Source: an optimization exercise on an open RTL-to-GDS flow (aim: small area). Production flows keep margins and buffers that such runs may drop.
In this exercise RTL edits were held to simulation tests only and were not proved equivalent to the original.
Power is estimated from default activity; no workload was simulated.

`flow/config.mk`:
```
export PLATFORM = sky130hd
export DESIGN_NAME = dma_probe
export DESIGN_NICKNAME = dma_probe
export VERILOG_FILES = /design/flow/design.v
export SDC_FILE = /design/flow/constraint.sdc
export NUM_CORES = 4
export LEC_CHECK = 0
export CAP_MARGIN = 20
export CORE_AREA = 5 5 175 175
export DIE_AREA = 0 0 180 180
export SLEW_MARGIN = 20
```
`flow/constraint.sdc`:
```
create_clock -name core_clock -period 5.0 [get_ports {ap_clk}]
set_input_delay 1.0000 -clock core_clock [delete_from_list [all_inputs] [get_ports {ap_clk}]]
set_output_delay 1.0000 -clock core_clock [all_outputs]
set_load 0.01 [all_outputs]
```
`flow/design.v`:
```
`timescale 1ns/1ps
module ctrl_s_axi (
    input  wire        ACLK,
    input  wire        ARESET,
    input  wire [5:0]  AWADDR,
    input  wire        AWVALID,
    output wire        AWREADY,
    input  wire [31:0] WDATA,
    input  wire [3:0]  WSTRB,
    input  wire        WVALID,
    output wire        WREADY,
    output wire [1:0]  BRESP,
    output wire        BVALID,
    input  wire        BREADY,
    input  wire [5:0]  ARADDR,
    input  wire        ARVALID,
    output wire        ARREADY,
    output wire [31:0] RDATA,
    output wire [1:0]  RRESP,
    output wire        RVALID,
    input  wire        RREADY,
    output wire        en,
    output wire [2:0]  sel,
    output wire [16:0] size
);
reg aw_rdy, w_rdy, b_vld;
reg [1:0] wsel;
assign AWREADY = aw_rdy;
assign WREADY  = w_rdy;
assign BVALID  = b_vld;
assign BRESP   = 2'b00;
always @(posedge ACLK) begin
    if (ARESET) begin
        aw_rdy <= 1'b0;
        w_rdy  <= 1'b0;
        b_vld  <= 1'b0;
    end else begin
        aw_rdy <= (aw_rdy & ~AWVALID) | (b_vld & BREADY) | (~aw_rdy & ~w_rdy & ~b_vld);
        w_rdy  <= (aw_rdy & AWVALID) | (w_rdy & ~WVALID);
        b_vld  <= (w_rdy & WVALID) | (b_vld & ~BREADY);
    end
end
wire aw_en   = (AWADDR == 6'h10);
wire aw_sel  = (AWADDR == 6'h18);
wire aw_size = (AWADDR == 6'h20);
always @(posedge ACLK) begin
    if (aw_rdy)
        wsel <= {aw_sel | aw_size, aw_en | aw_sel};
end
wire w_hs = w_rdy & WVALID;
reg        int_en;
reg [2:0]  int_sel;
reg [16:0] int_size;
assign en   = int_en;
assign sel  = int_sel;
assign size = int_size;
always @(posedge ACLK) begin
    if (ARESET)
        int_en <= 1'b0;
    else if (w_hs && wsel == 2'b01 && WSTRB[0])
        int_en <= WDATA[0];
end
always @(posedge ACLK) begin
    if (ARESET)
        int_sel <= 3'd0;
    else if (w_hs && wsel == 2'b11 && WSTRB[0])
        int_sel <= WDATA[2:0];
end
always @(posedge ACLK) begin
    if (ARESET)
        int_size <= 17'd0;
    else if (w_hs && wsel == 2'b10) begin
        if (WSTRB[0]) int_size[7:0]  <= WDATA[7:0];
        if (WSTRB[1]) int_size[15:8] <= WDATA[15:8];
        if (WSTRB[2]) int_size[16]   <= WDATA[16];
    end
end
reg ar_rdy, r_vld;
reg [16:0] rdata;
assign ARREADY = ar_rdy;
assign RVALID  = r_vld;
assign RRESP   = 2'b00;
assign RDATA   = {15'd0, rdata};
always @(posedge ACLK) begin
    if (ARESET) begin
        ar_rdy <= 1'b0;
        r_vld  <= 1'b0;
    end else begin
        ar_rdy <= (ar_rdy & ~ARVALID) | (r_vld & RREADY) | (~ar_rdy & ~r_vld);
        r_vld  <= (ar_rdy & ARVALID) | (r_vld & ~RREADY);
    end
end
wire ar_en   = (ARADDR == 6'h10);
wire ar_sel  = (ARADDR == 6'h18);
wire ar_size = (ARADDR == 6'h20);
always @(posedge ACLK) begin
    if (ar_rdy)
        rdata <= ({17{ar_en}}   & {16'd0, int_en})
               | ({17{ar_sel}}  & {14'd0, int_sel})
               | ({17{ar_size}} & int_size);
end
endmodule
`timescale 1 ns / 1 ps
module probe_core (
    input  wire         clk,
    input  wire         rst_n,
    input  wire         en,
    input  wire [2:0]   sel,
    input  wire [16:0]  size,
    output reg  [16:0]  data_num,
    input  wire [255:0] s_tdata,
    input  wire [7:0]   s_tvalid,
    input  wire [31:0]  s_tkeep,
    input  wire [7:0]   s_tready,       
    output reg  [31:0]  probe_axis_tdata,
    output reg          probe_axis_tvalid,
    output reg          probe_axis_tlast,
    output reg  [3:0]   probe_axis_tkeep,
    input  wire         probe_axis_tready
);
wire [7:0] sel_oh = 8'd1 << sel;
wire [7:0] vsel   = sel_oh & s_tvalid;    
wire t_ready = |(sel_oh & s_tready);
wire t_valid = |vsel;
reg [31:0] t_data;
reg [3:0]  t_nkeep;    
integer i;
always @(*) begin
    t_data  = 32'd0;
    t_nkeep = 4'd0;
    for (i = 0; i < 8; i = i + 1) begin
        t_data  = t_data  | ({32{vsel[i]}} & s_tdata[32*i +: 32]);
        t_nkeep = t_nkeep | ({4{vsel[i]}}  & ~s_tkeep[4*i +: 4]);
    end
end
reg en_q;
reg xfer, done;           
reg [9:0]  wait_lfsr;
wire [9:0] wait_next = {wait_lfsr[8:0], ~(wait_lfsr[9] ^ wait_lfsr[6])};
wire [16:0] last_num = size - 17'd1 - {16'd0, probe_axis_tvalid};
wire start = ~xfer & ~done & en & ~en_q;
wire step  = xfer & probe_axis_tready & t_ready;
wire tmo   = (wait_lfsr == 10'h164);
wire hit   = (|size) & (data_num == last_num);
wire fin   = step & (t_valid ? hit : tmo);
wire last_real = ~wait_lfsr[6];
always @(posedge clk or negedge rst_n) begin
    if (!rst_n)
        en_q <= 1'b0;
    else
        en_q <= en;
end
always @(posedge clk or negedge rst_n) begin
    if (!rst_n) begin
        xfer <= 1'b0;
        done <= 1'b0;
        probe_axis_tvalid <= 1'b0;
        data_num <= 17'd0;
    end else begin
        if (start) begin
            xfer <= 1'b1;
            data_num <= 17'd0;
        end else if (step) begin
            if (fin) begin
                xfer <= 1'b0;
                done <= 1'b1;
            end
            probe_axis_tvalid <= t_valid | tmo;
            if (probe_axis_tvalid)
                data_num <= data_num + 17'd1;
        end else if (done & probe_axis_tready) begin
            done <= 1'b0;
            probe_axis_tvalid <= 1'b0;
            if (last_real)
                data_num <= data_num + 17'd1;
        end
    end
end
always @(posedge clk) begin
    if (start | (step & t_valid))
        wait_lfsr <= 10'd0;
    else if (step)
        wait_lfsr <= wait_next;
end
always @(posedge clk) begin
    if (step) begin
        probe_axis_tdata <= t_data;
        probe_axis_tkeep <= ~t_nkeep;
        probe_axis_tlast <= ~t_valid | hit;
    end
end
endmodule
`timescale 1 ns / 1 ps
module dma_probe (ap_clk,ap_rst_n,s_axi_control_AWVALID,s_axi_control_AWREADY,s_axi_control_AWADDR,s_axi_control_WVALID,s_axi_control_WREADY,s_axi_control_WDATA,s_axi_control_WSTRB,s_axi_control_ARVALID,s_axi_control_ARREADY,s_axi_control_ARADDR,s_axi_control_RVALID,s_axi_control_RREADY,s_axi_control_RDATA,s_axi_control_RRESP,s_axi_control_BVALID,s_axi_control_BREADY,s_axi_control_BRESP,data_num,s0_axis_tdata,s0_axis_tvalid,s0_axis_tlast,s0_axis_tkeep,s0_axis_tready,s1_axis_tdata,s1_axis_tvalid,s1_axis_tlast,s1_axis_tkeep,s1_axis_tready,s2_axis_tdata,s2_axis_tvalid,s2_axis_tlast,s2_axis_tkeep,s2_axis_tready,s3_axis_tdata,s3_axis_tvalid,s3_axis_tlast,s3_axis_tkeep,s3_axis_tready,s4_axis_tdata,s4_axis_tvalid,s4_axis_tlast,s4_axis_tkeep,s4_axis_tready,s5_axis_tdata,s5_axis_tvalid,s5_axis_tlast,s5_axis_tkeep,s5_axis_tready,s6_axis_tdata,s6_axis_tvalid,s6_axis_tlast,s6_axis_tkeep,s6_axis_tready,s7_axis_tdata,s7_axis_tvalid,s7_axis_tlast,s7_axis_tkeep,s7_axis_tready,probe_axis_tdata,probe_axis_tvalid,probe_axis_tlast,probe_axis_tkeep,probe_axis_tready,m0_axis_tdata,m0_axis_tvalid,m0_axis_tlast,m0_axis_tkeep,m0_axis_tready,m1_axis_tdata,m1_axis_tvalid,m1_axis_tlast,m1_axis_tkeep,m1_axis_tready,m2_axis_tdata,m2_axis_tvalid,m2_axis_tlast,m2_axis_tkeep,m2_axis_tready,m3_axis_tdata,m3_axis_tvalid,m3_axis_tlast,m3_axis_tkeep,m3_axis_tready,m4_axis_tdata,m4_axis_tvalid,m4_axis_tlast,m4_axis_tkeep,m4_axis_tready,m5_axis_tdata,m5_axis_tvalid,m5_axis_tlast,m5_axis_tkeep,m5_axis_tready,m6_axis_tdata,m6_axis_tvalid,m6_axis_tlast,m6_axis_tkeep,m6_axis_tready,m7_axis_tdata,m7_axis_tvalid,m7_axis_tlast,m7_axis_tkeep,m7_axis_tready);
parameter width=32;
parameter num=8;
parameter timeout=1000;
localparam C_S_AXI_CONTROL_ADDR_WIDTH=6;
localparam C_S_AXI_CONTROL_DATA_WIDTH=32;
localparam C_S_AXI_CONTROL_WSTRB_WIDTH=(32/8);
input ap_clk;
input ap_rst_n;
input s_axi_control_AWVALID;
output s_axi_control_AWREADY;
input [C_S_AXI_CONTROL_ADDR_WIDTH-1:0] s_axi_control_AWADDR;
input s_axi_control_WVALID;
output s_axi_control_WREADY;
input [C_S_AXI_CONTROL_DATA_WIDTH-1:0] s_axi_control_WDATA;
input [C_S_AXI_CONTROL_WSTRB_WIDTH-1:0] s_axi_control_WSTRB;
input s_axi_control_ARVALID;
output s_axi_control_ARREADY;
input [C_S_AXI_CONTROL_ADDR_WIDTH-1:0] s_axi_control_ARADDR;
output s_axi_control_RVALID;
input s_axi_control_RREADY;
output [C_S_AXI_CONTROL_DATA_WIDTH-1:0] s_axi_control_RDATA;
output [1:0] s_axi_control_RRESP;
output s_axi_control_BVALID;
input s_axi_control_BREADY;
output [1:0] s_axi_control_BRESP;
output [16:0] data_num;             
input [width-1:0] s0_axis_tdata;    
input s0_axis_tvalid;
input s0_axis_tlast;
input [width/8-1:0] s0_axis_tkeep;
output s0_axis_tready;
input [width-1:0] s1_axis_tdata;    
input s1_axis_tvalid;
input s1_axis_tlast;
input [width/8-1:0] s1_axis_tkeep;
output s1_axis_tready;
input [width-1:0] s2_axis_tdata;    
input s2_axis_tvalid;
input s2_axis_tlast;
input [width/8-1:0] s2_axis_tkeep;
output s2_axis_tready;
input [width-1:0] s3_axis_tdata;    
input s3_axis_tvalid;
input s3_axis_tlast;
input [width/8-1:0] s3_axis_tkeep;
output s3_axis_tready;
input [width-1:0] s4_axis_tdata;    
input s4_axis_tvalid;
input s4_axis_tlast;
input [width/8-1:0] s4_axis_tkeep;
output s4_axis_tready;
input [width-1:0] s5_axis_tdata;    
input s5_axis_tvalid;
input s5_axis_tlast;
input [width/8-1:0] s5_axis_tkeep;
output s5_axis_tready;
input [width-1:0] s6_axis_tdata;    
input s6_axis_tvalid;
input s6_axis_tlast;
input [width/8-1:0] s6_axis_tkeep;
output s6_axis_tready;
input [width-1:0] s7_axis_tdata;    
input s7_axis_tvalid;
input s7_axis_tlast;
input [width/8-1:0] s7_axis_tkeep;
output s7_axis_tready;
output [width-1:0] probe_axis_tdata;   
output probe_axis_tvalid;
output probe_axis_tlast;
output [width/8-1:0] probe_axis_tkeep;
input probe_axis_tready;
output [width-1:0] m0_axis_tdata;      
output m0_axis_tvalid;
output m0_axis_tlast;
output [width/8-1:0] m0_axis_tkeep;
input m0_axis_tready;
output [width-1:0] m1_axis_tdata;      
output m1_axis_tvalid;
output m1_axis_tlast;
output [width/8-1:0] m1_axis_tkeep;
input m1_axis_tready;
output [width-1:0] m2_axis_tdata;      
output m2_axis_tvalid;
output m2_axis_tlast;
output [width/8-1:0] m2_axis_tkeep;
input m2_axis_tready;
output [width-1:0] m3_axis_tdata;      
output m3_axis_tvalid;
output m3_axis_tlast;
output [width/8-1:0] m3_axis_tkeep;
input m3_axis_tready;
output [width-1:0] m4_axis_tdata;      
output m4_axis_tvalid;
output m4_axis_tlast;
output [width/8-1:0] m4_axis_tkeep;
input m4_axis_tready;
output [width-1:0] m5_axis_tdata;      
output m5_axis_tvalid;
output m5_axis_tlast;
output [width/8-1:0] m5_axis_tkeep;
input m5_axis_tready;
output [width-1:0] m6_axis_tdata;      
output m6_axis_tvalid;
output m6_axis_tlast;
output [width/8-1:0] m6_axis_tkeep;
input m6_axis_tready;
output [width-1:0] m7_axis_tdata;      
output m7_axis_tvalid;
output m7_axis_tlast;
output [width/8-1:0] m7_axis_tkeep;
input m7_axis_tready;
wire [8*width-1:0] s_tdata  = {s7_axis_tdata,s6_axis_tdata,s5_axis_tdata,s4_axis_tdata,s3_axis_tdata,s2_axis_tdata,s1_axis_tdata,s0_axis_tdata};
wire [num-1:0]     s_tvalid = {s7_axis_tvalid,s6_axis_tvalid,s5_axis_tvalid,s4_axis_tvalid,s3_axis_tvalid,s2_axis_tvalid,s1_axis_tvalid,s0_axis_tvalid};
wire [num-1:0]     s_tlast  = {s7_axis_tlast,s6_axis_tlast,s5_axis_tlast,s4_axis_tlast,s3_axis_tlast,s2_axis_tlast,s1_axis_tlast,s0_axis_tlast};
wire [8*width/8-1:0] s_tkeep = {s7_axis_tkeep,s6_axis_tkeep,s5_axis_tkeep,s4_axis_tkeep,s3_axis_tkeep,s2_axis_tkeep,s1_axis_tkeep,s0_axis_tkeep};
wire [num-1:0]     m_tready = {m7_axis_tready,m6_axis_tready,m5_axis_tready,m4_axis_tready,m3_axis_tready,m2_axis_tready,m1_axis_tready,m0_axis_tready};
reg [num-1:0]      s_tready_r;
reg [num-1:0]      m_tvalid_r;
reg [8*width-1:0]  m_tdata_r;
reg [num-1:0]      m_tlast_r;
reg [8*width/8-1:0] m_tkeep_r;
always @(posedge ap_clk or negedge ap_rst_n)
  if (!ap_rst_n) begin
    s_tready_r <= 0;
    m_tvalid_r <= 0;
  end else begin
    s_tready_r <= m_tready;
    m_tvalid_r <= s_tvalid;
  end
always @(posedge ap_clk) begin
  m_tdata_r <= s_tdata;
  m_tlast_r <= s_tlast;
  m_tkeep_r <= s_tkeep;
end
assign {s7_axis_tready,s6_axis_tready,s5_axis_tready,s4_axis_tready,s3_axis_tready,s2_axis_tready,s1_axis_tready,s0_axis_tready} = s_tready_r;
assign {m7_axis_tvalid,m6_axis_tvalid,m5_axis_tvalid,m4_axis_tvalid,m3_axis_tvalid,m2_axis_tvalid,m1_axis_tvalid,m0_axis_tvalid} = m_tvalid_r;
assign {m7_axis_tdata,m6_axis_tdata,m5_axis_tdata,m4_axis_tdata,m3_axis_tdata,m2_axis_tdata,m1_axis_tdata,m0_axis_tdata} = m_tdata_r;
assign {m7_axis_tlast,m6_axis_tlast,m5_axis_tlast,m4_axis_tlast,m3_axis_tlast,m2_axis_tlast,m1_axis_tlast,m0_axis_tlast} = m_tlast_r;
assign {m7_axis_tkeep,m6_axis_tkeep,m5_axis_tkeep,m4_axis_tkeep,m3_axis_tkeep,m2_axis_tkeep,m1_axis_tkeep,m0_axis_tkeep} = m_tkeep_r;
wire en;
wire [2:0] sel;
wire [16:0] size;
ctrl_s_axi U_ctrl_s_axi (
  .ACLK(ap_clk),
  .ARESET(!ap_rst_n),
  .AWADDR(s_axi_control_AWADDR),
  .AWVALID(s_axi_control_AWVALID),
  .AWREADY(s_axi_control_AWREADY),
  .WDATA(s_axi_control_WDATA),
  .WSTRB(s_axi_control_WSTRB),
  .WVALID(s_axi_control_WVALID),
  .WREADY(s_axi_control_WREADY),
  .BRESP(s_axi_control_BRESP),
  .BVALID(s_axi_control_BVALID),
  .BREADY(s_axi_control_BREADY),
  .ARADDR(s_axi_control_ARADDR),
  .ARVALID(s_axi_control_ARVALID),
  .ARREADY(s_axi_control_ARREADY),
  .RDATA(s_axi_control_RDATA),
  .RRESP(s_axi_control_RRESP),
  .RVALID(s_axi_control_RVALID),
  .RREADY(s_axi_control_RREADY),
  .en(en),
  .sel(sel),
  .size(size)
);
probe_core U_core (
  .clk(ap_clk),
  .rst_n(ap_rst_n),
  .en(en),
  .sel(sel),
  .size(size),
  .data_num(data_num),
  .s_tdata(s_tdata),
  .s_tvalid(s_tvalid),
  .s_tkeep(s_tkeep),
  .s_tready(s_tready_r),
  .probe_axis_tdata(probe_axis_tdata),
  .probe_axis_tvalid(probe_axis_tvalid),
  .probe_axis_tlast(probe_axis_tlast),
  .probe_axis_tkeep(probe_axis_tkeep),
  .probe_axis_tready(probe_axis_tready)
);
endmodule
```
`flow/flow/run.sh`:
```
#!/bin/bash
set -euo pipefail
export BUFFER_PORTS_ARGS="-buffer_cell sky130_fd_sc_hd__buf_1"
export CTS_ARGS="-sink_clustering_enable -repair_clock_nets -dont_use_dummy_load -sink_clustering_size 16 -sink_clustering_max_diameter 50 -buf_list sky130_fd_sc_hd__clkbuf_8"
bash standard.sh synth > synth.log 2>&1
bash standard.sh finish > layout.log 2>&1
```
`flow/standard.sh`:
```
#!/bin/bash
# synth_recipe.tcl (not shown) runs the flow's synth.tcl, then flattens the netlist and writes it again
# the make line also repeats each setting of config.mk as NAME=value (left out here)
make -C /OpenROAD-flow-scripts/flow DESIGN_CONFIG=/design/flow/config.mk WORK_HOME=/design/flow/orfs CLKGATE_MAP_FILE= SYNTH_SCRIPT=/design/flow/synth_recipe.tcl "${@:-finish}"
```
==> results_dict.tcl, run 1 <==
set metrics [dict create \
    outcome "aborted with a tool error" \
    lastStage "I/O pin placement" \
    error_line "[ERROR PPL-0024] Number of IO pins (776) exceeds maximum number of available positions (644). Increase the die perimeter from 720.00um to 1055.36um." \
    syn_area_um2 13100 \
    synth-edff-count 56 \
    synth_ff_type "dfxtp_1" \
    synth.ff_latch_count 425 \
    syn_inst 1017 \
    die_x_um 180 \
    yosys_warnings 3 \
    initial_core_util_pct 45.9 \
    die_y_um 180 \
    avgSynthCellArea_um2 12.9 \
    ys_async_sr_fraction_pct 8.71 \
    rows 62 \
    synthDistinctLibCells 57 \
    synth-seq-area-share_pct 70.5 \
]
[cells in the mapped netlist (all sizes together) (12+ instances only)]
| master | n | area, um^2 |
|---|---|---|
| a21boi | 22 | 165 |
| a21oi | 18 | 101 |
| a221oi | 25 | 219 |
| a22o | 25 | 219 |
| a22oi | 82 | 616 |
| and2 | 14 | 87.6 |
| buf | 27 | 183 |
| clkbuf | 50 | 188 |
| dfrtp | 37 | 926 |
| dfxtp | 332 | 6650 |
| edfxtp | 56 | 1680 |
| mux2i | 20 | 200 |
| nand2 | 35 | 131 |
| nand3 | 57 | 285 |
| nand4 | 18 | 113 |
| nor2 | 30 | 113 |
| nor4 | 13 | 93.8 |
| o22ai | 13 | 81.3 |
| o31ai | 14 | 105 |
| or4 | 12 | 90.1 |
| xnor2 | 19 | 166 |
[cells by family after synthesis]
group	Yosys count	synth area share (%)
AOI/OAI and AO/OA	222	12.8
adders and majority gates	3	0.286
other	1	0.0286
xor gates and xnor gates	25	1.67
buffers and inverters	87	3.11
muxes	24	1.87
DFF	425	70.5
and+or+nand+nor	230	9.78
==> run 2: changes to the inputs <==
--- a/flow/config.mk
+++ b/flow/config.mk
@@ -7,5 +7,5 @@
 export LEC_CHECK = 0
 export CAP_MARGIN = 20
-export CORE_AREA = 5 5 175 175
-export DIE_AREA = 0 0 180 180
+export CORE_AREA = 5 5 155 155
+export DIE_AREA = 0 0 160 160
 export SLEW_MARGIN = 20
==> results_dict.tcl, run 2 <==
set metrics [dict create \
    synth_most_common_cell "dfxtp_1" \
    synth-xor-area-share_pct 1.67 \
    synth_largest_area_cell "dfxtp_1" \
    lastStage "I/O pin placement" \
    syn_inst 1017 \
    ys_async_sr_fraction_pct 8.71 \
    rows 54 \
    yosys-top-cells-area "dfxtp_1 (51%), edfxtp_1 (13%), dfrtp_1 (7.1%)" \
    synth_top_family_by_area "compound AO/OA/AOI/OAI gates" \
    muxShareOfSynthArea_pct 1.87 \
    synth-edff-count 56 \
    synth_ff_type "dfxtp_1" \
    die_x_um 160 \
    outcome "aborted with a tool error" \
    yosys_warnings 3 \
    synth_simple_gate_area_share_pct 9.78 \
    synthDistinctLibCells 57 \
    die_y_um 160 \
    synth_adder_area_share_pct 0.286 \
    avgSynthCellArea_um2 12.9 \
    error_line "[ERROR PPL-0024] Number of IO pins (776) exceeds maximum number of available positions (572). Increase the die perimeter from 640.00um to 1055.36um." \
    synth.top_cell.area_share_pct 50.6 \
    synthTopCellsByCount "dfxtp_1 (332), a22oi_1 (82), nand3_1 (57)" \
    initial_core_util_pct 59.8 \
    synth_compound_area_share_pct 12.8 \
    synth-seq-area-share_pct 70.5 \
    synth.ff_latch_count 425 \
    syn_area_um2 13100 \
]
-- run 2: kinds of logic after synthesis --
| group | after synthesis |
|---|---|
| flip-flops | 425 |
| buffers and inverters | 87 |
| AO/OA/AOI/OAI | 222 |
| adder cells (fa/ha/maj) | 3 |
| AND/OR/NAND/NOR | 230 |
| XOR/XNOR | 25 |
| other | 1 |
| multiplexers | 24 |
==> run 3: changes to the inputs <==
--- a/flow/config.mk
+++ b/flow/config.mk
@@ -7,5 +7,5 @@
 export LEC_CHECK = 0
 export CAP_MARGIN = 20
-export CORE_AREA = 5 5 155 155
-export DIE_AREA = 0 0 160 160
+export CORE_AREA = 5 5 220 220
+export DIE_AREA = 0 0 225 225
 export SLEW_MARGIN = 20
==> results_dict.tcl, run 3 <==
set metrics [dict create \
    outcome "complete, no violations" \
    drt_first_pass_iters 5 \
    grt_antenna_before_repair 81 \
    clock_latency_ps 640 \
    hold_ws_ps 184 \
    worst_setup_path_end_kind "register" \
    irDropWorstVdd_mv 0.185 \
    synth-edff-count 56 \
    placed_cells 2313 \
    synthDistinctLibCells 57 \
    cp_top_family "compound AO/OA/AOI/OAI gates" \
    fillers 4638 \
    crit_required_ps 5450 \
    yosys-top-cells-area "dfxtp_1 (51%), edfxtp_1 (13%), dfrtp_1 (7.1%)" \
    mostFrequentLayoutCell "buf_1" \
    place_congestion 0.936 \
    worstMarginPinSlew_ps 1060 \
    drt_iter0_drc 907 \
    period_share_pct 64.7 \
    hold_path_class "in2async" \
    stdcell_area_um2 17200 \
    grt_pass1_wl_mm 95.8 \
    avgSynthCellArea_um2 12.9 \
    clock_sinks 425 \
    rsz0062_at_grt "false" \
    via_per_inst 5.04 \
    fin_ws_ps 1770 \
    syn_inst 1017 \
    hpwl_mm 61.2 \
    num_vias 12100 \
    hold_viol 0 \
    critPathMaxStageDelay_ps 870 \
    top_regs "m_tdata_r: 256 flops, U_core.probe_axis_tdata: 32 flops, m_tkeep_r: 32 flops" \
    numCtsBuffers 45 \
    dpl_cell_area_um2 16500 \
    report.final.slew_viol_count 0 \
    initial_core_util_pct 28.8 \
    remaining_drc_errors 0 \
    crit_fanout 51 \
    cts.clk_slew.worst_paths_ps 90 \
    drive_gt1_share_pct 4.66 \
    port_buffers 740 \
    fin_nets 2131 \
    grt_max_degree 61 \
    p_per_area_nw_per_um2 361 \
    clock_skew_ps 59.6 \
    startpoint_type "register" \
    cts_hold_buf 0 \
    grt-ovfl-total 0 \
    die_area_um2 50600 \
    area_growth_pct 31.1 \
    yosys_warnings 3 \
    power.leakage_nw 6.14 \
    cts_tree "done" \
    p_total_mw 6.22 \
    cts_resized 0 \
    die_x_um 225 \
    layout_common_cells "buf_1 (739), dfxtp_1 (332), a22oi_1 (82), nand3_1 (57), edfxtp_1 (56)" \
    ioPinCount 776 \
    synth_most_common_cell "dfxtp_1" \
    synth.top_cell.area_share_pct 50.6 \
    relSlewSlack_pct 29.2 \
    syn_area_um2 13100 \
    max_freq_mhz 309 \
    synth_largest_area_cell "dfxtp_1" \
    fin_util_pct 37.8 \
    multi_input_area_um2 3580 \
    ys_async_sr_fraction_pct 8.71 \
    pre_cts_slack_ps 1700 \
    htree_num_levels 2 \
    synth-seq-area-share_pct 70.5 \
    largest_reg_flops 256 \
    synth_ff_type "dfxtp_1" \
    worstSetupPathType "reg2reg" \
    path_buf_inv 2 \
    synthTopCellsByCount "dfxtp_1 (332), a22oi_1 (82), nand3_1 (57)" \
    rows 78 \
    fin_crit_ps 3230 \
    drt-wirelength-per-cell_um 31.0 \
    core_um2 45600 \
    cp_slowest_cell "dfxtp_1" \
    clk_path_buf_depth 3 \
    cts-root-buf "clkbuf_8" \
    wl_mm 74.0 \
    grt_pass1_vias 11600 \
    die_y_um 225 \
    ant_nets 0 \
    drv_cap 0 \
    register_area_um2 9250 \
    finalSetupViolCount 0 \
    cts_setup_buffers 0 \
    fin_setup_tns_ps 0 \
    crit_arrival_ps 3680 \
    synth.ff_latch_count 425 \
    gr-usage-all-layers_pct 27.3 \
    largest_register "m_tdata_r" \
    finalNonFillerCells 2392 \
    path_cells "a22o_1, a21oi_1, a21oi_4, buf_4, inv_1, o21ai_1, nor2_1" \
]
-- run 3: path summary, 6_finish.rpt --
path	cells past startpoint	from	to	slack [ps]
min	1	ap_rst_n	s_tready_r[5]$_DFF_PN0_	180
max reg2reg	7	U_ctrl_s_axi.int_sel[0]$_SDFFE_PN0P_	U_core.wait_lfsr[2]$_SDFFE_PP0P_	1770
min reg2reg	0	U_ctrl_s_axi.int_en$_SDFFE_PN0P_	U_core.en_q$_DFF_PN0_	380
min in group core_clock	0	U_ctrl_s_axi.int_en$_SDFFE_PN0P_	U_core.en_q$_DFF_PN0_	380
max in group asynchronous	2	ap_rst_n	m_tvalid_r[7]$_DFF_PN0_	3910
max	7	U_ctrl_s_axi.int_sel[0]$_SDFFE_PN0P_	U_core.wait_lfsr[2]$_SDFFE_PP0P_	1770
-- run 3: per-layer routing --
layer	vias to the layer above	global-route usage (%)	wire, um
met5	-	0	372
li1	5208	-	-
met2	769	41.6	33500
met1	5864	30.2	26200
met3	167	18.1	11200
met4	56	11.2	2780
-- run 3: cell type report --
class,instances,share of cell area (%)
diodes,34,0.494
clock buffers,45,3.60
inverters,10,0.218
multi-input cells,523,20.8
flip-flops and latches,425,53.7
well taps,600,4.36
repair buffers,755,16.8
-- run 3: cells by family after synthesis --
logic type | Yosys count | share of synthesized area (%)
fa+ha+maj | 3 | 0.286
flops | 425 | 70.5
xor+xnor | 25 | 1.67
buf+inv | 87 | 3.11
other cells | 1 | 0.0286
simple gates | 230 | 9.78
compound gates | 222 | 12.8
mux | 24 | 1.87
-- run 3: power breakdown --
group	internal (mW)	total [mW]	switching, mW	leakage [nW]
clock network	0.797	1.93	1.13	0.324
registers	3.64	3.73	0.0894	3.79
logic	0.178	0.561	0.383	2.02
total	4.61	6.22	1.61	6.14
==> run 4: changes to the inputs <==
--- a/flow/flow/run.sh
+++ b/flow/flow/run.sh
@@ -1,3 +1,8 @@
 #!/bin/bash
+# The standard layout (standard.sh, standard synthesis unchanged) with two changes:
+#  - global placement buffers every input and output port with the smallest buffer,
+#    sky130_fd_sc_hd__buf_1, rather than the resizer's default pick;
+#  - clock tree synthesis uses clkbuf_8 leaf clusters of at most 16 sinks within 50 um
+#    and no dummy loads. The tree is still balanced for the registers it drives.
 set -euo pipefail
 export BUFFER_PORTS_ARGS="-buffer_cell sky130_fd_sc_hd__buf_1"
--- a/flow/config.mk
+++ b/flow/config.mk
@@ -6,6 +6,6 @@
 export NUM_CORES = 4
 export LEC_CHECK = 0
-export CAP_MARGIN = 20
-export CORE_AREA = 5 5 220 220
-export DIE_AREA = 0 0 225 225
-export SLEW_MARGIN = 20
+export CAP_MARGIN = 0
+export CORE_AREA = 5 5 245 245
+export DIE_AREA = 0 0 250 250
+export SLEW_MARGIN = 0
==> results_dict.tcl, run 4 <==
set metrics [dict create \
    outcome "complete, no violations" \
    crit_arrival_ps 3630 \
    top_regs "m_tdata_r: 256 flops, U_core.probe_axis_tdata: 32 flops, m_tkeep_r: 32 flops" \
    pre_cts_slack_ps 1710 \
    fin_ws_ps 1880 \
    area_growth_pct 32.7 \
    r2r.worst_path.cells 7 \
    cts_tree "done" \
    synth_ff_type "dfxtp_1" \
    grt_max_degree 64 \
    cts_setup_buffers 0 \
    stdcell_area_um2 17400 \
    synth-seq-area-share_pct 70.5 \
    synth_most_common_cell "dfxtp_1" \
    synth.top_cell.area_share_pct 50.6 \
    holdPathEnd "U_core.en_q$_DFF_PN0_" \
    initial_core_util_pct 22.9 \
    grt-ovfl-total 0 \
    synthTopCellsByCount "dfxtp_1 (332), a22oi_1 (82), nand3_1 (57)" \
    ys_async_sr_fraction_pct 8.71 \
    hold_path_class "reg2reg" \
    max_freq_mhz 320 \
    drt_first_pass_iters 5 \
    ioPinCount 776 \
    layout_common_cells "buf_1 (739), dfxtp_1 (332), a22oi_1 (82), nand3_1 (57), edfxtp_1 (56)" \
    clk_path_buf_depth 3 \
    die_x_um 250 \
    r2r-start "U_ctrl_s_axi.int_sel[0]$_SDFFE_PN0P_" \
    grt_pass1_vias 11900 \
    yosys-top-cells-area "dfxtp_1 (51%), edfxtp_1 (13%), dfrtp_1 (7.1%)" \
    cts-root-buf "clkbuf_8" \
    register_area_um2 9250 \
    wl_mm 75.6 \
    rsz0062_at_grt "false" \
    drive_gt1_share_pct 4.77 \
    fin_util_pct 30.4 \
    dpl_cell_area_um2 16700 \
    grt_pass1_wl_mm 100 \
    synthDistinctLibCells 57 \
    fin_crit_ps 3120 \
    relSlewSlack_pct 38.2 \
    crit_required_ps 5510 \
    irDropWorstVdd_mv 0.189 \
    hold_viol 0 \
    finalNonFillerCells 2546 \
    fin_setup_tns_ps 0 \
    finalSetupViolCount 0 \
    mostFrequentLayoutCell "buf_1" \
    cts_hold_buf 0 \
    period_share_pct 62.5 \
    avgSynthCellArea_um2 12.9 \
    core_um2 57400 \
    worstSetupPathType "reg2reg" \
    reg2reg_slack_ps 1880 \
    num_vias 12100 \
    place_congestion 0.987 \
    numCtsBuffers 46 \
    hp-start "U_ctrl_s_axi.int_en$_SDFFE_PN0P_" \
    drv_cap 0 \
    clock_skew_ps 83.6 \
    synth_largest_area_cell "dfxtp_1" \
    gr-usage-all-layers_pct 22.8 \
    hold_depth 0 \
    worstMarginPinSlew_ps 923 \
    worst_setup_path_end_kind "register" \
    cts.clk_slew.worst_paths_ps 70 \
    die_y_um 250 \
    clock_sinks 425 \
    rows 88 \
    hpwl_mm 63.2 \
    crit_fanout 48 \
    remaining_drc_errors 0 \
    p_per_area_nw_per_um2 359 \
    clock_latency_ps 640 \
    placed_cells 2479 \
    htree_num_levels 2 \
    drt_iter0_drc 803 \
    grt_antenna_before_repair 69 \
    yosys_warnings 3 \
    ant_nets 0 \
    port_buffers 740 \
    fin_nets 2133 \
    report.final.slew_viol_count 0 \
    startpoint_type "register" \
    drt-wirelength-per-cell_um 29.7 \
    cts_resized 0 \
    via_per_inst 4.75 \
    power.leakage_nw 6.16 \
    syn_inst 1017 \
    multi_input_area_um2 3590 \
    die_area_um2 62500 \
    fillers 6107 \
    synth-edff-count 56 \
    syn_area_um2 13100 \
    largest_register "m_tdata_r" \
    r2r_end "U_core.xfer$_DFFE_PN0P_" \
    synth.ff_latch_count 425 \
    largest_reg_flops 256 \
]
==> run 4: cell count changes in the layout (fill, tap and decap cells not counted) <==
cell / before / now
diode_2: 34 / 21
nor4b_4: 0 / 1
clkbuf_8: 45 / 46
nor4b_2: 3 / 2
buf_4: 15 / 16
==> run 4: kinds of logic (layout without fill, tap and decap cells) <==
logic type	count (synthesis)	count (layout)	share of synthesized area (%)
adder cells (fa/ha/maj)	3	3	0.286
flip-flops	425	425	70.5
AO/OA/AOI/OAI	222	222	12.8
buffers and inverters	87	812	3.11
AND/OR/NAND/NOR	230	230	9.78
multiplexers	24	24	1.87
other	1	40	0.0286
XOR/XNOR	25	25	1.67
==> run 4: metrics by stage <==
step,power (mW),hold slack [ps]
after floorplan,3.98,358
after CTS,6.32,394
after detailed placement,4.37,459
after global placement,4.36,459
after global routing,6.49,410
final,6.25,419
==> run 4: how the worst max path moves through the flow <==
stage | from | end | cells past startpoint
after global routing | U_core.probe_axis_tvalid$_DFFE_PN0P_ | U_core.xfer$_DFFE_PN0P_ | 11
after floorplan | s_axi_control_ARADDR[1] | U_ctrl_s_axi.rdata[8]$_DFFE_PP_ | 4
after CTS | U_ctrl_s_axi.int_sel[0]$_SDFFE_PN0P_ | U_core.xfer$_DFFE_PN0P_ | 7
final | U_ctrl_s_axi.int_sel[0]$_SDFFE_PN0P_ | U_core.xfer$_DFFE_PN0P_ | 7
after global placement | s0_axis_tvalid | U_core.wait_lfsr[1]$_SDFFE_PP0P_ | 7
after detailed placement | s0_axis_tvalid | U_core.wait_lfsr[4]$_SDFFE_PP0P_ | 7
==> run 4: cell type report <==
type / count / share of cell area (%)
tap: 765 / 5.49
antenna: 21 / 0.302
clock buffer: 46 / 3.63
timing repair buffer: 756 / 16.6
inverter: 10 / 0.215
multi-input combinational: 523 / 20.6
sequential: 425 / 53.1
==> run 4: power by group <==
| group | total (mW) | internal, mW | switching, mW |
|---|---|---|---|
| Sequential | 3.72 | 3.64 | 0.0842 |
| Combinational | 0.567 | 0.178 | 0.389 |
| Clock | 1.96 | 0.814 | 1.15 |
| Total | 6.25 | 4.63 | 1.62 |
==> run 4: worst max-delay path, cell delays in order, from the launching register on <==
cell and delay, ps:
dfxtp_1 930, a22o_1 280, a21oi_1 120, a21oi_4 280, buf_4 700, a21boi_0 380
o21ai_1 140, a21o_1 210
==> run 4: layer usage <==
layer / wire length [um] / share of wire (%) / vias to the layer above / GRT usage [%]
met1: 29100 / 38 / 5895 / 28.2
met5: 272 / 0.36 / - / 0
met3: 10100 / 13 / 166 / 10.8
met4: 2360 / 3.1 / 42 / 6.22
li1: - / - / 5195 / -
met2: 33800 / 45 / 798 / 35.8
==> run 5: changes to the inputs <==
--- a/flow/config.mk
+++ b/flow/config.mk
@@ -6,6 +6,7 @@
 export NUM_CORES = 4
 export LEC_CHECK = 0
-export CAP_MARGIN = 0
+export CAP_MARGIN = 20
 export CORE_AREA = 5 5 245 245
 export DIE_AREA = 0 0 250 250
-export SLEW_MARGIN = 0
+export GPL_TIMING_DRIVEN = 0
+export SLEW_MARGIN = 20
==> results_dict.tcl, run 5 <==
set metrics [dict create \
    cts_setup_buffers 0 \
    relSlewSlack_pct 30.5 \
    grt_pass1_vias 12400 \
    fin_crit_ps 3640 \
    p_per_area_nw_per_um2 357 \
    worst_setup_path_end_kind "register" \
    synth_most_common_cell "dfxtp_1" \
    routed.top_layer "met5" \
    synth_largest_area_cell "dfxtp_1" \
    drt_iter0_drc 950 \
    cts.clk_slew.worst_paths_ps 70 \
    crit_arrival_ps 4080 \
    rows 88 \
    remaining_drc_errors 0 \
    report.final.slew_viol_count 0 \
    r2r_end "U_core.probe_axis_tdata[2]$_DFFE_PP_" \
    fillers 6036 \
    hold_path_class "in2async" \
    drt-wirelength-per-cell_um 30.2 \
    die_y_um 250 \
    synth.top_cell.area_share_pct 50.6 \
    cts_resized 0 \
    yosys_warnings 3 \
    fin_nets 2200 \
    top_regs "m_tdata_r: 256 flops, U_core.probe_axis_tdata: 32 flops, m_tkeep_r: 32 flops" \
    initial_core_util_pct 22.9 \
    via_per_inst 4.75 \
    worstMarginPinSlew_ps 1040 \
    synthDistinctLibCells 57 \
    port_buffers 738 \
    htree_num_levels 2 \
    wl_mm 79.2 \
    ant_nets 0 \
    drive_gt1_share_pct 5.25 \
    cts-root-buf "clkbuf_8" \
    finalSetupViolCount 0 \
    grt-ovfl-total 0 \
    reg2reg_slack_ps 1430 \
    mostFrequentLayoutCell "buf_1" \
    routed-wl-met3_mm 10.2 \
    syn_area_um2 13100 \
    rsz0062_at_grt "false" \
    place_congestion 0.998 \
    grt_max_degree 31 \
    crit_fanout 10 \
    die_area_um2 62500 \
    synth-edff-count 56 \
    startpoint_type "input port" \
    die_x_um 250 \
    finalNonFillerCells 2620 \
    largest_reg_flops 256 \
    max_freq_mhz 274 \
    drt_first_pass_iters 5 \
    numCtsBuffers 49 \
    irDropWorstVdd_mv 0.187 \
    syn_inst 1017 \
    ioPinCount 776 \
    ys_async_sr_fraction_pct 8.71 \
    area_growth_pct 35.3 \
    num_vias 12400 \
    stdcell_area_um2 17800 \
    period_share_pct 72.9 \
    drv_cap 0 \
    hpwl_mm 67.3 \
    cts_hold_buf 0 \
    power.leakage_nw 6.32 \
    critPathCapture "U_core.probe_axis_tdata[2]$_DFFE_PP_" \
    r2r-start "U_ctrl_s_axi.int_sel[2]$_SDFFE_PN0P_" \
    layout_common_cells "buf_1 (739), dfxtp_1 (332), a22oi_1 (82), nand3_1 (57), edfxtp_1 (56)" \
    clock_skew_ps 85.2 \
    drt-met1-wl_mm 30.0 \
    synth_ff_type "dfxtp_1" \
    fin_util_pct 31.0 \
    avgSynthCellArea_um2 12.9 \
    hold_viol 0 \
    r2r.worst_path.cells 7 \
    clock_sinks 425 \
    wl_met2_mm 35.6 \
    grt_pass1_wl_mm 105 \
    synthTopCellsByCount "dfxtp_1 (332), a22oi_1 (82), nand3_1 (57)" \
    clock_latency_ps 660 \
    grt_antenna_before_repair 75 \
    synth-seq-area-share_pct 70.5 \
    dpl_cell_area_um2 17000 \
    core_um2 57400 \
    placed_cells 2543 \
    yosys-top-cells-area "dfxtp_1 (51%), edfxtp_1 (13%), dfrtp_1 (7.1%)" \
    synth.ff_latch_count 425 \
    largest_register "m_tdata_r" \
    crit_path_start "s3_axis_tvalid" \
    crit_required_ps 5440 \
    gr-usage-all-layers_pct 24.0 \
    cts_tree "done" \
    clk_path_buf_depth 3 \
    worstSetupPathType "in2reg" \
    outcome "complete, no violations" \
]
run 5: cell counts after synthesis:
Identical to the previous run, type by type.
run 5: worst min path at each step:
stage                                                start                       to  slack [ps]  depth (start not counted)
after floorplan           U_ctrl_s_axi.int_en$_SDFFE_PN0P_    U_core.en_q$_DFF_PN0_         360                          0
after global routing                              ap_rst_n  m_tvalid_r[4]$_DFF_PN0_         270                          1
after detailed placement  U_ctrl_s_axi.int_en$_SDFFE_PN0P_    U_core.en_q$_DFF_PN0_         470                          0
after CTS                                         ap_rst_n  m_tvalid_r[4]$_DFF_PN0_         250                          1
after global placement    U_ctrl_s_axi.int_en$_SDFFE_PN0P_    U_core.en_q$_DFF_PN0_         460                          0
final                                             ap_rst_n  m_tvalid_r[4]$_DFF_PN0_         310                          1
run 5: report_power, final:
| group | total [mW] | switching [mW] | internal (mW) |
|---|---|---|---|
| clock | 2.04 | 1.17 | 0.863 |
| sequential | 3.74 | 0.0951 | 3.64 |
| combinational | 0.568 | 0.379 | 0.189 |
| total | 6.34 | 1.65 | 4.69 |
run 5: layout make-up:
cell class	count	area, um^2	area share (%)
diodes	28	70.1	0.394
plain buffers	77	374	2.11
multi-input cells	523	3570	20.1
repair buffers	743	2830	15.9
flip-flops and latches	425	9250	52.1
well taps	765	957	5.39
clock buffers	49	674	3.80
inverters	10	37.5	0.211
run 5: stage by stage:
step	power [mW]	hold WS [ps]	TNS, ps	setup WS (ps)
final	6.34	310	0	1360
after global routing	6.59	274	0	1280
after CTS	6.40	246	0	1310
after detailed placement	4.38	471	0	741
after global placement	4.37	462	-682	-128
after floorplan	3.98	358	0	2430
run 5: cell families after synthesis:
kind of cell | Yosys count | share of synthesized area, %
flops | 425 | 70.5
simple gates | 230 | 9.78
compound gates | 222 | 12.8
buf+inv | 87 | 3.11
xor+xnor | 25 | 1.67
mux | 24 | 1.87
fa+ha+maj | 3 | 0.286
other cells | 1 | 0.0286
run 5: worst max-delay path, cell delays in order:
cell      delay [ps]
buf_1            360
and4b_1          320
clkbuf_1         250
clkbuf_1         770
clkbuf_1         840
a22oi_1          320
nand3_1          190
run 5: routing by layer:
layer,up-vias,GRT usage [%]
li1,5345,-
met1,6087,28.8
met2,775,37.4
met3,188,11.7
met4,52,9.12
met5,-,0
==> run 6: changes to the inputs <==
--- a/flow/config.mk
+++ b/flow/config.mk
@@ -9,4 +9,4 @@
 export CORE_AREA = 5 5 245 245
 export DIE_AREA = 0 0 250 250
-export GPL_TIMING_DRIVEN = 0
+export PLACE_DENSITY = 0.9
 export SLEW_MARGIN = 20
==> results_dict.tcl, run 6 <==
set metrics [dict create \
    hp-start "s4_axis_tlast" \
    irDropWorstVdd_mv 0.193 \
    r2r_end "U_core.xfer$_DFFE_PN0P_" \
    fin_crit_ps 3400 \
    largest_register "m_tdata_r" \
    cts_resized 0 \
    ys_async_sr_fraction_pct 8.71 \
    wl_mm 82.9 \
    cts_hold_buf 0 \
    switching_power_mw 1.61 \
    hold_viol 0 \
    cts.clk_slew.worst_paths_ps 90 \
    hold_ws_ps 452 \
    pwr-share-comb_pct 9.2 \
    largest_reg_flops 256 \
    crit_required_ps 5490 \
    cts-root-buf "clkbuf_8" \
    syn_area_um2 13100 \
    clock_sinks 425 \
    ioPinCount 776 \
    power.leakage_nw 6.14 \
    worst_setup_path_end_kind "register" \
    period_share_pct 68.1 \
    clock_latency_ps 650 \
    synth_largest_area_cell "dfxtp_1" \
    yosys_warnings 3 \
    report.final.slew_viol_count 0 \
    drt-wirelength-per-cell_um 32.1 \
    clk_path_buf_depth 3 \
    die_area_um2 62500 \
    numCtsBuffers 43 \
    gr-usage-all-layers_pct 25.0 \
    placed_cells 2481 \
    rows 88 \
    syn_inst 1017 \
    top_regs "m_tdata_r: 256 flops, U_core.probe_axis_tdata: 32 flops, m_tkeep_r: 32 flops" \
    drive_gt1_share_pct 4.72 \
    synthTopCellsByCount "dfxtp_1 (332), a22oi_1 (82), nand3_1 (57)" \
    hpwl_mm 71.0 \
    synth.ff_latch_count 425 \
    max_freq_mhz 294 \
    yosys-top-cells-area "dfxtp_1 (51%), edfxtp_1 (13%), dfrtp_1 (7.1%)" \
    synth-edff-count 56 \
    port_buffers 740 \
    die_y_um 250 \
    fin_util_pct 30.5 \
    num_vias 12300 \
    power.internal_mw 4.58 \
    crit_arrival_ps 3900 \
    startpoint_type "register" \
    path_cells "inv_1, ha_1, inv_1, ha_1, nor3b_2, a41oi_1, nor4_1, nand4_1, a2111oi_0, o21ai_1, a21o_1" \
    core_um2 57400 \
    r2r.worst_path.cells 11 \
    ant_nets 0 \
    drv_cap 0 \
    grt-ovfl-total 0 \
    grt_pass1_vias 11900 \
    fin_nets 2132 \
    hold_depth 1 \
    relSlewSlack_pct 29.1 \
    synth_most_common_cell "dfxtp_1" \
    via_per_inst 4.79 \
    cts_tree "done" \
    htree_num_levels 2 \
    grt_max_degree 64 \
    power.share.clock_pct 30.5 \
    finalSetupViolCount 0 \
    fin_setup_tns_ps 0 \
    synth_ff_type "dfxtp_1" \
    drt_first_pass_iters 5 \
    cp_slowest_cell "a2111oi_0" \
    mostFrequentLayoutCell "buf_1" \
    netSwitchingFraction_pct 26.0 \
    area_growth_pct 33.0 \
    p_per_area_nw_per_um2 354 \
    synth.top_cell.area_share_pct 50.6 \
    r2r-start "U_core.probe_axis_tvalid$_DFFE_PN0P_" \
    rsz0062_at_grt "false" \
    worstMarginPinSlew_ps 1040 \
    outcome "complete, no violations" \
    initial_core_util_pct 22.9 \
    grt_pass1_wl_mm 106 \
    place_congestion 0.992 \
    clock_skew_ps 115 \
    synth-seq-area-share_pct 70.5 \
    finalNonFillerCells 2578 \
    hold_path_class "in2reg" \
    holdPathEnd "m_tlast_r[4]$_DFF_P_" \
    drt_iter0_drc 1101 \
    fin_ws_ps 1600 \
    grt_antenna_before_repair 116 \
    remaining_drc_errors 0 \
    pre_cts_slack_ps 1590 \
    cts_setup_buffers 0 \
    avgSynthCellArea_um2 12.9 \
    synthDistinctLibCells 57 \
    crit_fanout 8 \
    die_x_um 250 \
    reg2reg_slack_ps 1600 \
    worstSetupPathType "reg2reg" \
    sequentialPowerShare_pct 60.3 \
    layout_common_cells "buf_1 (739), dfxtp_1 (332), a22oi_1 (82), nand3_1 (57), edfxtp_1 (56)" \
    critPathMaxStageDelay_ps 920 \
]
[run 6: worst max-delay path, delay by kind of cell (launching register included)]
family / cells / cell delay (ps)
adder cells (fa/ha/maj): 2 / 460
AO/OA/AOI/OAI: 4 / 1470
flip-flops: 1 / 410
buffers and inverters: 2 / 150
AND/OR/NAND/NOR: 3 / 810
[run 6: worst max path at each step]
stage	depth (start not counted)	slack, ps	start	end
2_1_floorplan	4	2430	s_axi_control_ARADDR[1]	U_ctrl_s_axi.rdata[8]$_DFFE_PP_
3_3_place_gp	8	1660	U_ctrl_s_axi.int_sel[1]$_SDFFE_PN0P_	U_core.data_num[1]$_DFFE_PN0P_
3_5_place_dp	8	1590	U_ctrl_s_axi.int_sel[1]$_SDFFE_PN0P_	U_core.data_num[1]$_DFFE_PN0P_
4_1_cts	8	1540	U_ctrl_s_axi.int_sel[1]$_SDFFE_PN0P_	U_core.data_num[1]$_DFFE_PN0P_
5_1_grt	11	1320	U_core.probe_axis_tvalid$_DFFE_PN0P_	U_core.xfer$_DFFE_PN0P_
6_report	11	1600	U_core.probe_axis_tvalid$_DFFE_PN0P_	U_core.xfer$_DFFE_PN0P_
[run 6: layer usage]
layer,up-vias,track usage [%],part of all wire [%]
met5,-,0,0.49
met4,62,11.7,5.0
met3,211,17.7,18
met2,915,36.5,42
met1,5917,27.6,35
li1,5242,-,-
[run 6: through the flow]
step | power [mW] | area, um^2
after CTS | 6.23 | 17300
after global placement | 4.36 | 16700
after floorplan | 3.98 | 13200
after detailed placement | 4.37 | 16700
after global routing | 6.41 | 17400
final | 6.19 | 17500
[run 6: cell type report]
cell class                 instances  area (um^2)
sequential                       425         9250
antenna                           54          135
clock buffer                      43          592
timing repair buffer             758         2910
tap                              765          957
inverter                          10         37.5
multi-input combinational        523         3580
fill                            6041        39900
[run 6: power by group through the flow]
stage,combinational (mW),sequential [mW],clock (mW)
2_1_floorplan,0.111,3.86,0
3_3_place_gp,0.557,3.80,0
5_1_grt,0.602,3.75,2.06
3_5_place_dp,0.565,3.81,0
6_report,0.567,3.73,1.89
4_1_cts,0.567,3.73,1.93
[run 6: cells by family after synthesis]
logic type                 count (synthesis)  share of synthesized area [%]
adders and majority gates                  3                          0.286
other                                      1                         0.0286
DFF                                      425                           70.5
AOI/OAI and AO/OA                        222                           12.8
buffers and inverters                     87                           3.11
and+or+nand+nor                          230                           9.78
xor gates and xnor gates                  25                           1.67
muxes                                     24                           1.87
==> run 7: changes to the inputs <==
--- a/flow/config.mk
+++ b/flow/config.mk
@@ -9,4 +9,3 @@
 export CORE_AREA = 5 5 245 245
 export DIE_AREA = 0 0 250 250
-export PLACE_DENSITY = 0.9
 export SLEW_MARGIN = 20
==> results_dict.tcl, run 7 <==
set metrics [dict create \
    worst_setup_path_end_kind "register" \
    power.leakage_nw 6.16 \
    reg2reg_slack_ps 1880 \
    hpwl_mm 63.2 \
    finalSetupViolCount 0 \
    clock_latency_ps 640 \
    grt_max_degree 64 \
    hold_depth 0 \
    mostFrequentLayoutCell "buf_1" \
    p_total_mw 6.25 \
    wl_mm 75.6 \
    clock_sinks 425 \
    numCtsBuffers 46 \
    num_vias 12100 \
    yosys-top-cells-area "dfxtp_1 (51%), edfxtp_1 (13%), dfrtp_1 (7.1%)" \
    htree_num_levels 2 \
    syn_area_um2 13100 \
    grt_pass1_wl_mm 100 \
    avgSynthCellArea_um2 12.9 \
    clock_skew_ps 83.6 \
    r2r_end "U_core.xfer$_DFFE_PN0P_" \
    hp-start "U_ctrl_s_axi.int_en$_SDFFE_PN0P_" \
    startpoint_type "register" \
    hold_path_class "reg2reg" \
    clk_path_buf_depth 3 \
    rsz0062_at_grt "false" \
    drt_first_pass_iters 5 \
    synth.top_cell.area_share_pct 50.6 \
    holdPathEnd "U_core.en_q$_DFF_PN0_" \
    crit_fanout 48 \
    drive_gt1_share_pct 4.77 \
    max_freq_mhz 320 \
    largest_reg_flops 256 \
    die_y_um 250 \
    place_congestion 0.987 \
    report.final.slew_viol_count 0 \
    yosys_warnings 3 \
    period_share_pct 62.5 \
    layout_common_cells "buf_1 (739), dfxtp_1 (332), a22oi_1 (82), nand3_1 (57), edfxtp_1 (56)" \
    synth_ff_type "dfxtp_1" \
    irDropWorstVdd_mv 0.189 \
    fin_crit_ps 3120 \
    largest_register "m_tdata_r" \
    rows 88 \
    fin_nets 2133 \
    cts_setup_buffers 0 \
    fin_setup_tns_ps 0 \
    port_buffers 740 \
    drv_cap 0 \
    cts_resized 0 \
    die_area_um2 62500 \
    worstSetupPathType "reg2reg" \
    r2r-start "U_ctrl_s_axi.int_sel[0]$_SDFFE_PN0P_" \
    synthDistinctLibCells 57 \
    crit_required_ps 5510 \
    synth_largest_area_cell "dfxtp_1" \
    cts_hold_buf 0 \
    remaining_drc_errors 0 \
    cts-root-buf "clkbuf_8" \
    core_um2 57400 \
    gr-usage-all-layers_pct 22.8 \
    via_per_inst 4.75 \
    ant_nets 0 \
    r2r.worst_path.cells 7 \
    grt_pass1_vias 11900 \
    crit_arrival_ps 3630 \
    synthTopCellsByCount "dfxtp_1 (332), a22oi_1 (82), nand3_1 (57)" \
    grt_antenna_before_repair 69 \
    top_regs "m_tdata_r: 256 flops, U_core.probe_axis_tdata: 32 flops, m_tkeep_r: 32 flops" \
    worstMarginPinSlew_ps 923 \
    p_per_area_nw_per_um2 359 \
    outcome "complete, no violations" \
    synth.ff_latch_count 425 \
    area_growth_pct 32.7 \
    grt-ovfl-total 0 \
    cts.clk_slew.worst_paths_ps 70 \
    hold_viol 0 \
    ys_async_sr_fraction_pct 8.71 \
    cts_tree "done" \
    drt-wirelength-per-cell_um 29.7 \
    relSlewSlack_pct 38.2 \
    syn_inst 1017 \
    drt_iter0_drc 803 \
    die_x_um 250 \
    synth-seq-area-share_pct 70.5 \
    synth-edff-count 56 \
    initial_core_util_pct 22.9 \
    ioPinCount 776 \
    synth_most_common_cell "dfxtp_1" \
]
[run 7: cell counts after synthesis]
Identical to the previous run, type by type.
[run 7: metal layers]
| metal | vias to the layer above | wire length, um | GRT usage [%] |
|---|---|---|---|
| met5 | - | 272 | 0 |
| met4 | 42 | 2360 | 6.22 |
| met3 | 166 | 10100 | 10.8 |
| met2 | 798 | 33800 | 35.8 |
| met1 | 5895 | 29100 | 28.2 |
| li1 | 5195 | - | - |
[run 7: cells by family (layout without fill, tap and decap cells)]
family	after synthesis	in the layout	share of synthesized area, %
flip-flops	425	425	70.5
AO/OA/AOI/OAI	222	222	12.8
multiplexers	24	24	1.87
other	1	40	0.0286
buffers and inverters	87	812	3.11
adder cells (fa/ha/maj)	3	3	0.286
AND/OR/NAND/NOR	230	230	9.78
XOR/XNOR	25	25	1.67
[run 7: critical path, cell delays in order (launching register included)]
cell      delay [ps]
dfxtp_1          930
a22o_1           280
a21oi_1          120
a21oi_4          280
buf_4            700
a21boi_0         380
o21ai_1          140
a21o_1           210
[run 7: how the worst max path moves through the flow]
stage                                              start                                to  depth (start not counted)
detailed placement                        s0_axis_tvalid  U_core.wait_lfsr[4]$_SDFFE_PP0P_                          7
global placement                          s0_axis_tvalid  U_core.wait_lfsr[1]$_SDFFE_PP0P_                          7
finish              U_ctrl_s_axi.int_sel[0]$_SDFFE_PN0P_           U_core.xfer$_DFFE_PN0P_                          7
CTS                 U_ctrl_s_axi.int_sel[0]$_SDFFE_PN0P_           U_core.xfer$_DFFE_PN0P_                          7
global route        U_core.probe_axis_tvalid$_DFFE_PN0P_           U_core.xfer$_DFFE_PN0P_                         11
floorplan                        s_axi_control_ARADDR[1]   U_ctrl_s_axi.rdata[8]$_DFFE_PP_                          4
[run 7: layout make-up]
| cell class | instances | area [um^2] |
|---|---|---|
| Inverter | 10 | 37.5 |
| Tap cell | 765 | 957 |
| Timing Repair Buffer | 756 | 2900 |
| Fill cell | 6107 | 39900 |
| Clock buffer | 46 | 633 |
| Antenna cell | 21 | 52.6 |
| Sequential cell | 425 | 9250 |
| Multi-Input combinational cell | 523 | 3590 |
[run 7: through the flow]
step | util, % | hold slack [ps] | setup WS [ps] | std cells | instance area (um^2)
detailed placement | 29.2 | 459 | 1710 | 2479 | 16700
CTS | 30.3 | 394 | 1810 | 2525 | 17400
finish | 30.4 | 419 | 1880 | 2546 | 17400
global route | 30.3 | 410 | 1520 | 2534 | 17400
floorplan | - | 358 | 2430 | 1035 | 13200
global placement | 29.2 | 459 | 1760 | 2479 | 16700
[run 7: where the power goes]
part	internal (mW)	total [mW]	switching (mW)
logic	0.178	0.567	0.389
registers	3.64	3.72	0.0842
clock network	0.814	1.96	1.15
==> run 8: changes to the inputs <==
--- a/flow/flow/run.sh
+++ b/flow/flow/run.sh
@@ -7,5 +7,5 @@
 set -euo pipefail
 export BUFFER_PORTS_ARGS="-buffer_cell sky130_fd_sc_hd__buf_1"
-export CTS_ARGS="-sink_clustering_enable -repair_clock_nets -dont_use_dummy_load -sink_clustering_size 16 -sink_clustering_max_diameter 50 -buf_list sky130_fd_sc_hd__clkbuf_8"
+export CTS_ARGS="-sink_clustering_enable -repair_clock_nets -dont_use_dummy_load -sink_clustering_size 10 -sink_clustering_max_diameter 40 -buf_list {sky130_fd_sc_hd__clkbuf_4 sky130_fd_sc_hd__clkbuf_8}"
 bash standard.sh synth > synth.log 2>&1
 bash standard.sh finish > layout.log 2>&1
==> results_dict.tcl, run 8 <==
set metrics [dict create \
    cts-root-buf "clkbuf_8" \
    startpoint_type "register" \
    p_per_area_nw_per_um2 381 \
    synth-seq-area-share_pct 70.5 \
    crit_required_ps 5480 \
    stdcell_area_um2 17700 \
    wl_mm 75.9 \
    hold_path_class "in2reg" \
    drv_cap 0 \
    cts_hold_buf 0 \
    initial_core_util_pct 22.9 \
    htree_num_levels 3 \
    drt-wirelength-per-cell_um 29.5 \
    synth_ff_type "dfxtp_1" \
    placed_cells 2479 \
    top_regs "m_tdata_r: 256 flops, U_core.probe_axis_tdata: 32 flops, m_tkeep_r: 32 flops" \
    mostFrequentLayoutCell "buf_1" \
    cts_resized 0 \
    largest_reg_flops 256 \
    synth.ff_latch_count 425 \
    gr-usage-all-layers_pct 23.0 \
    clock_skew_ps 75.8 \
    synth_most_common_cell "dfxtp_1" \
    syn_area_um2 13100 \
    synth-edff-count 56 \
    avgSynthCellArea_um2 12.9 \
    yosys_warnings 3 \
    cp_slowest_cell "a2111oi_0" \
    synthTopCellsByCount "dfxtp_1 (332), a22oi_1 (82), nand3_1 (57)" \
    die_area_um2 62500 \
    drive_gt1_share_pct 6.05 \
    drt_iter0_drc 845 \
    fin_setup_tns_ps 0 \
    crit_fanout 8 \
    yosys-top-cells-area "dfxtp_1 (51%), edfxtp_1 (13%), dfrtp_1 (7.1%)" \
    path_cells "inv_1, ha_1, inv_1, ha_1, nor3b_2, a41oi_1, nor4_1, nand4_1, a2111oi_0, o21ai_1, a21o_1" \
    r2r-start "U_core.probe_axis_tvalid$_DFFE_PN0P_" \
    grt-ovfl-total 0 \
    finalSetupViolCount 0 \
    max_freq_mhz 312 \
    hold_viol 0 \
    fin_nets 2157 \
    via_per_inst 4.77 \
    relSlewSlack_pct 36.8 \
    synth.top_cell.area_share_pct 50.6 \
    place_congestion 0.987 \
    fillers 6092 \
    dpl_cell_area_um2 16700 \
    num_vias 12300 \
    period_share_pct 64.0 \
    area_growth_pct 35.2 \
    port_buffers 740 \
    worstSetupPathType "reg2reg" \
    synthDistinctLibCells 57 \
    numCtsBuffers 70 \
    ys_async_sr_fraction_pct 8.71 \
    drt_first_pass_iters 5 \
    syn_inst 1017 \
    synth_largest_area_cell "dfxtp_1" \
    cts_tree "done" \
    die_y_um 250 \
    power.leakage_nw 6.33 \
    register_area_um2 9250 \
    cts.clk_slew.worst_paths_ps 70 \
    rows 88 \
    crit_arrival_ps 3680 \
    multi_input_area_um2 3590 \
    rsz0062_at_grt "false" \
    clk_path_buf_depth 3 \
    grt_pass1_wl_mm 101 \
    critPathMaxStageDelay_ps 700 \
    fin_crit_ps 3200 \
    crit_path_start "U_core.probe_axis_tvalid$_DFFE_PN0P_" \
    clock_sinks 425 \
    cp_top_family "compound AO/OA/AOI/OAI gates" \
    grt_antenna_before_repair 71 \
    cts_setup_buffers 0 \
    grt_max_degree 64 \
    report.final.slew_viol_count 0 \
    hpwl_mm 63.2 \
    clock_latency_ps 650 \
    path_buf_inv 2 \
    outcome "complete, no violations" \
    finalNonFillerCells 2569 \
    core_um2 57400 \
    hp-start "s1_axis_tlast" \
    ioPinCount 776 \
    remaining_drc_errors 0 \
    worstMarginPinSlew_ps 943 \
    die_x_um 250 \
    grt_pass1_vias 12100 \
    largest_register "m_tdata_r" \
    irDropWorstVdd_mv 0.174 \
    worst_setup_path_end_kind "register" \
    ant_nets 0 \
    p_total_mw 6.77 \
    layout_common_cells "buf_1 (739), dfxtp_1 (332), a22oi_1 (82), clkbuf_8 (70), nand3_1 (57)" \
]
-- run 8: cell count changes in the layout (fill, tap and decap cells not counted), sizes merged --
cell / before / now
clkbuf: 47 / 71
diode: 21 / 20
-- run 8: area by class of cell --
class	instances	share of cell area (%)
timing repair buffer	756	16.3
clock buffer	70	5.43
tap	765	5.39
multi-input combinational	523	20.2
antenna	20	0.282
inverter	10	0.211
sequential	425	52.1
-- run 8: worst register-to-register path, cell delays in order (launching register included) --
cell	delay (ps)
dfrtp_1	410
inv_1	70
ha_1	240
inv_1	70
ha_1	210
nor3b_2	450
a41oi_1	230
nor4_1	230
nand4_1	110
a2111oi_0	710
o21ai_1	160
a21o_1	210
-- run 8: path summary, 6_finish.rpt --
kind	to	slack, ps	depth (start not counted)
worst max-delay path	U_core.xfer$_DFFE_PN0P_	1800	11
worst min-delay path	m_tlast_r[1]$_DFF_P_	450	1
worst max register to register	U_core.xfer$_DFFE_PN0P_	1800	11
worst min register to register	U_core.en_q$_DFF_PN0_	470	0
max in group asynchronous	s_tready_r[0]$_DFF_PN0_	3910	2
min in group asynchronous	m_tvalid_r[4]$_DFF_PN0_	540	2
-- run 8: kinds of logic (layout without fill, tap and decap cells) --
logic type,Yosys count,count (layout),synth area share [%]
fa+ha+maj,3,3,0.286
compound gates,222,222,12.8
flops,425,425,70.5
xor+xnor,25,25,1.67
simple gates,230,230,9.78
buf+inv,87,836,3.11
mux,24,24,1.87
other cells,1,39,0.0286
-- run 8: where the power goes --
| group | internal, mW | switching (mW) | total, mW | leakage, nW |
|---|---|---|---|---|
| combinational | 0.178 | 0.388 | 0.566 | 2.04 |
| sequential | 3.64 | 0.0843 | 3.73 | 3.79 |
| clock | 1.23 | 1.25 | 2.47 | 0.503 |
-- run 8: stage by stage --
stage / utilization (%) / setup slack [ps] / hold WS [ps]
6_report: 30.9 / 1800 / 454
5_1_grt: 30.9 / 1500 / 382
4_1_cts: 30.9 / 1770 / 368
3_5_place_dp: 29.2 / 1710 / 459
3_3_place_gp: 29.2 / 1760 / 459
2_1_floorplan: - / 2430 / 358
-- run 8: layer usage --
layer / wire (um) / vias to the layer above / track usage, %
met3: 10100 / 192 / 11.5
li1: - / 5239 / -
met1: 29100 / 5941 / 28.2
met2: 33800 / 839 / 36.0
met5: 277 / - / 0
met4: 2680 / 40 / 6.66

[separate check: timing with driven ports]
No port has a modelled driver above. Below, the same layouts with a new extraction and two added sets of constraints. Step 1: set_driving_cell puts a clkbuf_16 on ap_clk and a buf_2 on each other input, an assumption about the parent block. Step 2 adds t to the input delays and takes it off the output delays; t is the mean of the earliest and latest rising clock arrival at the registers after step 1. Input paths then give back, and output paths get back, about the clock's delay inside the block. a / b / c = ideal / step 1 / step 2; a / b = the first two.
run	t (ns)	slack for setup (ns)	worst setup path at the end	worst slew at a driven data input, ns	pins driven straight from the clock port
run 3	0.650	1.767 / 1.767 / 1.767	register to register	0.23	1
run 4	0.645	1.875 / 1.875 / 1.816	input to register	0.23	1
run 5	0.665	1.356 / 1.385 / 0.720	input to register	0.23	1
run 6	0.640	1.595 / 1.595 / 1.595	register to register	0.24	1
run 7	0.645	1.875 / 1.875 / 1.816	input to register	0.23	1
run 8	0.655	1.799 / 1.799 / 1.764	input to register	0.23	1
After both steps setup and hold are still met in every run listed. The setup slack of run 5, which loses most, moves by +0.029 ns with the drivers and by -0.636 ns with both steps.
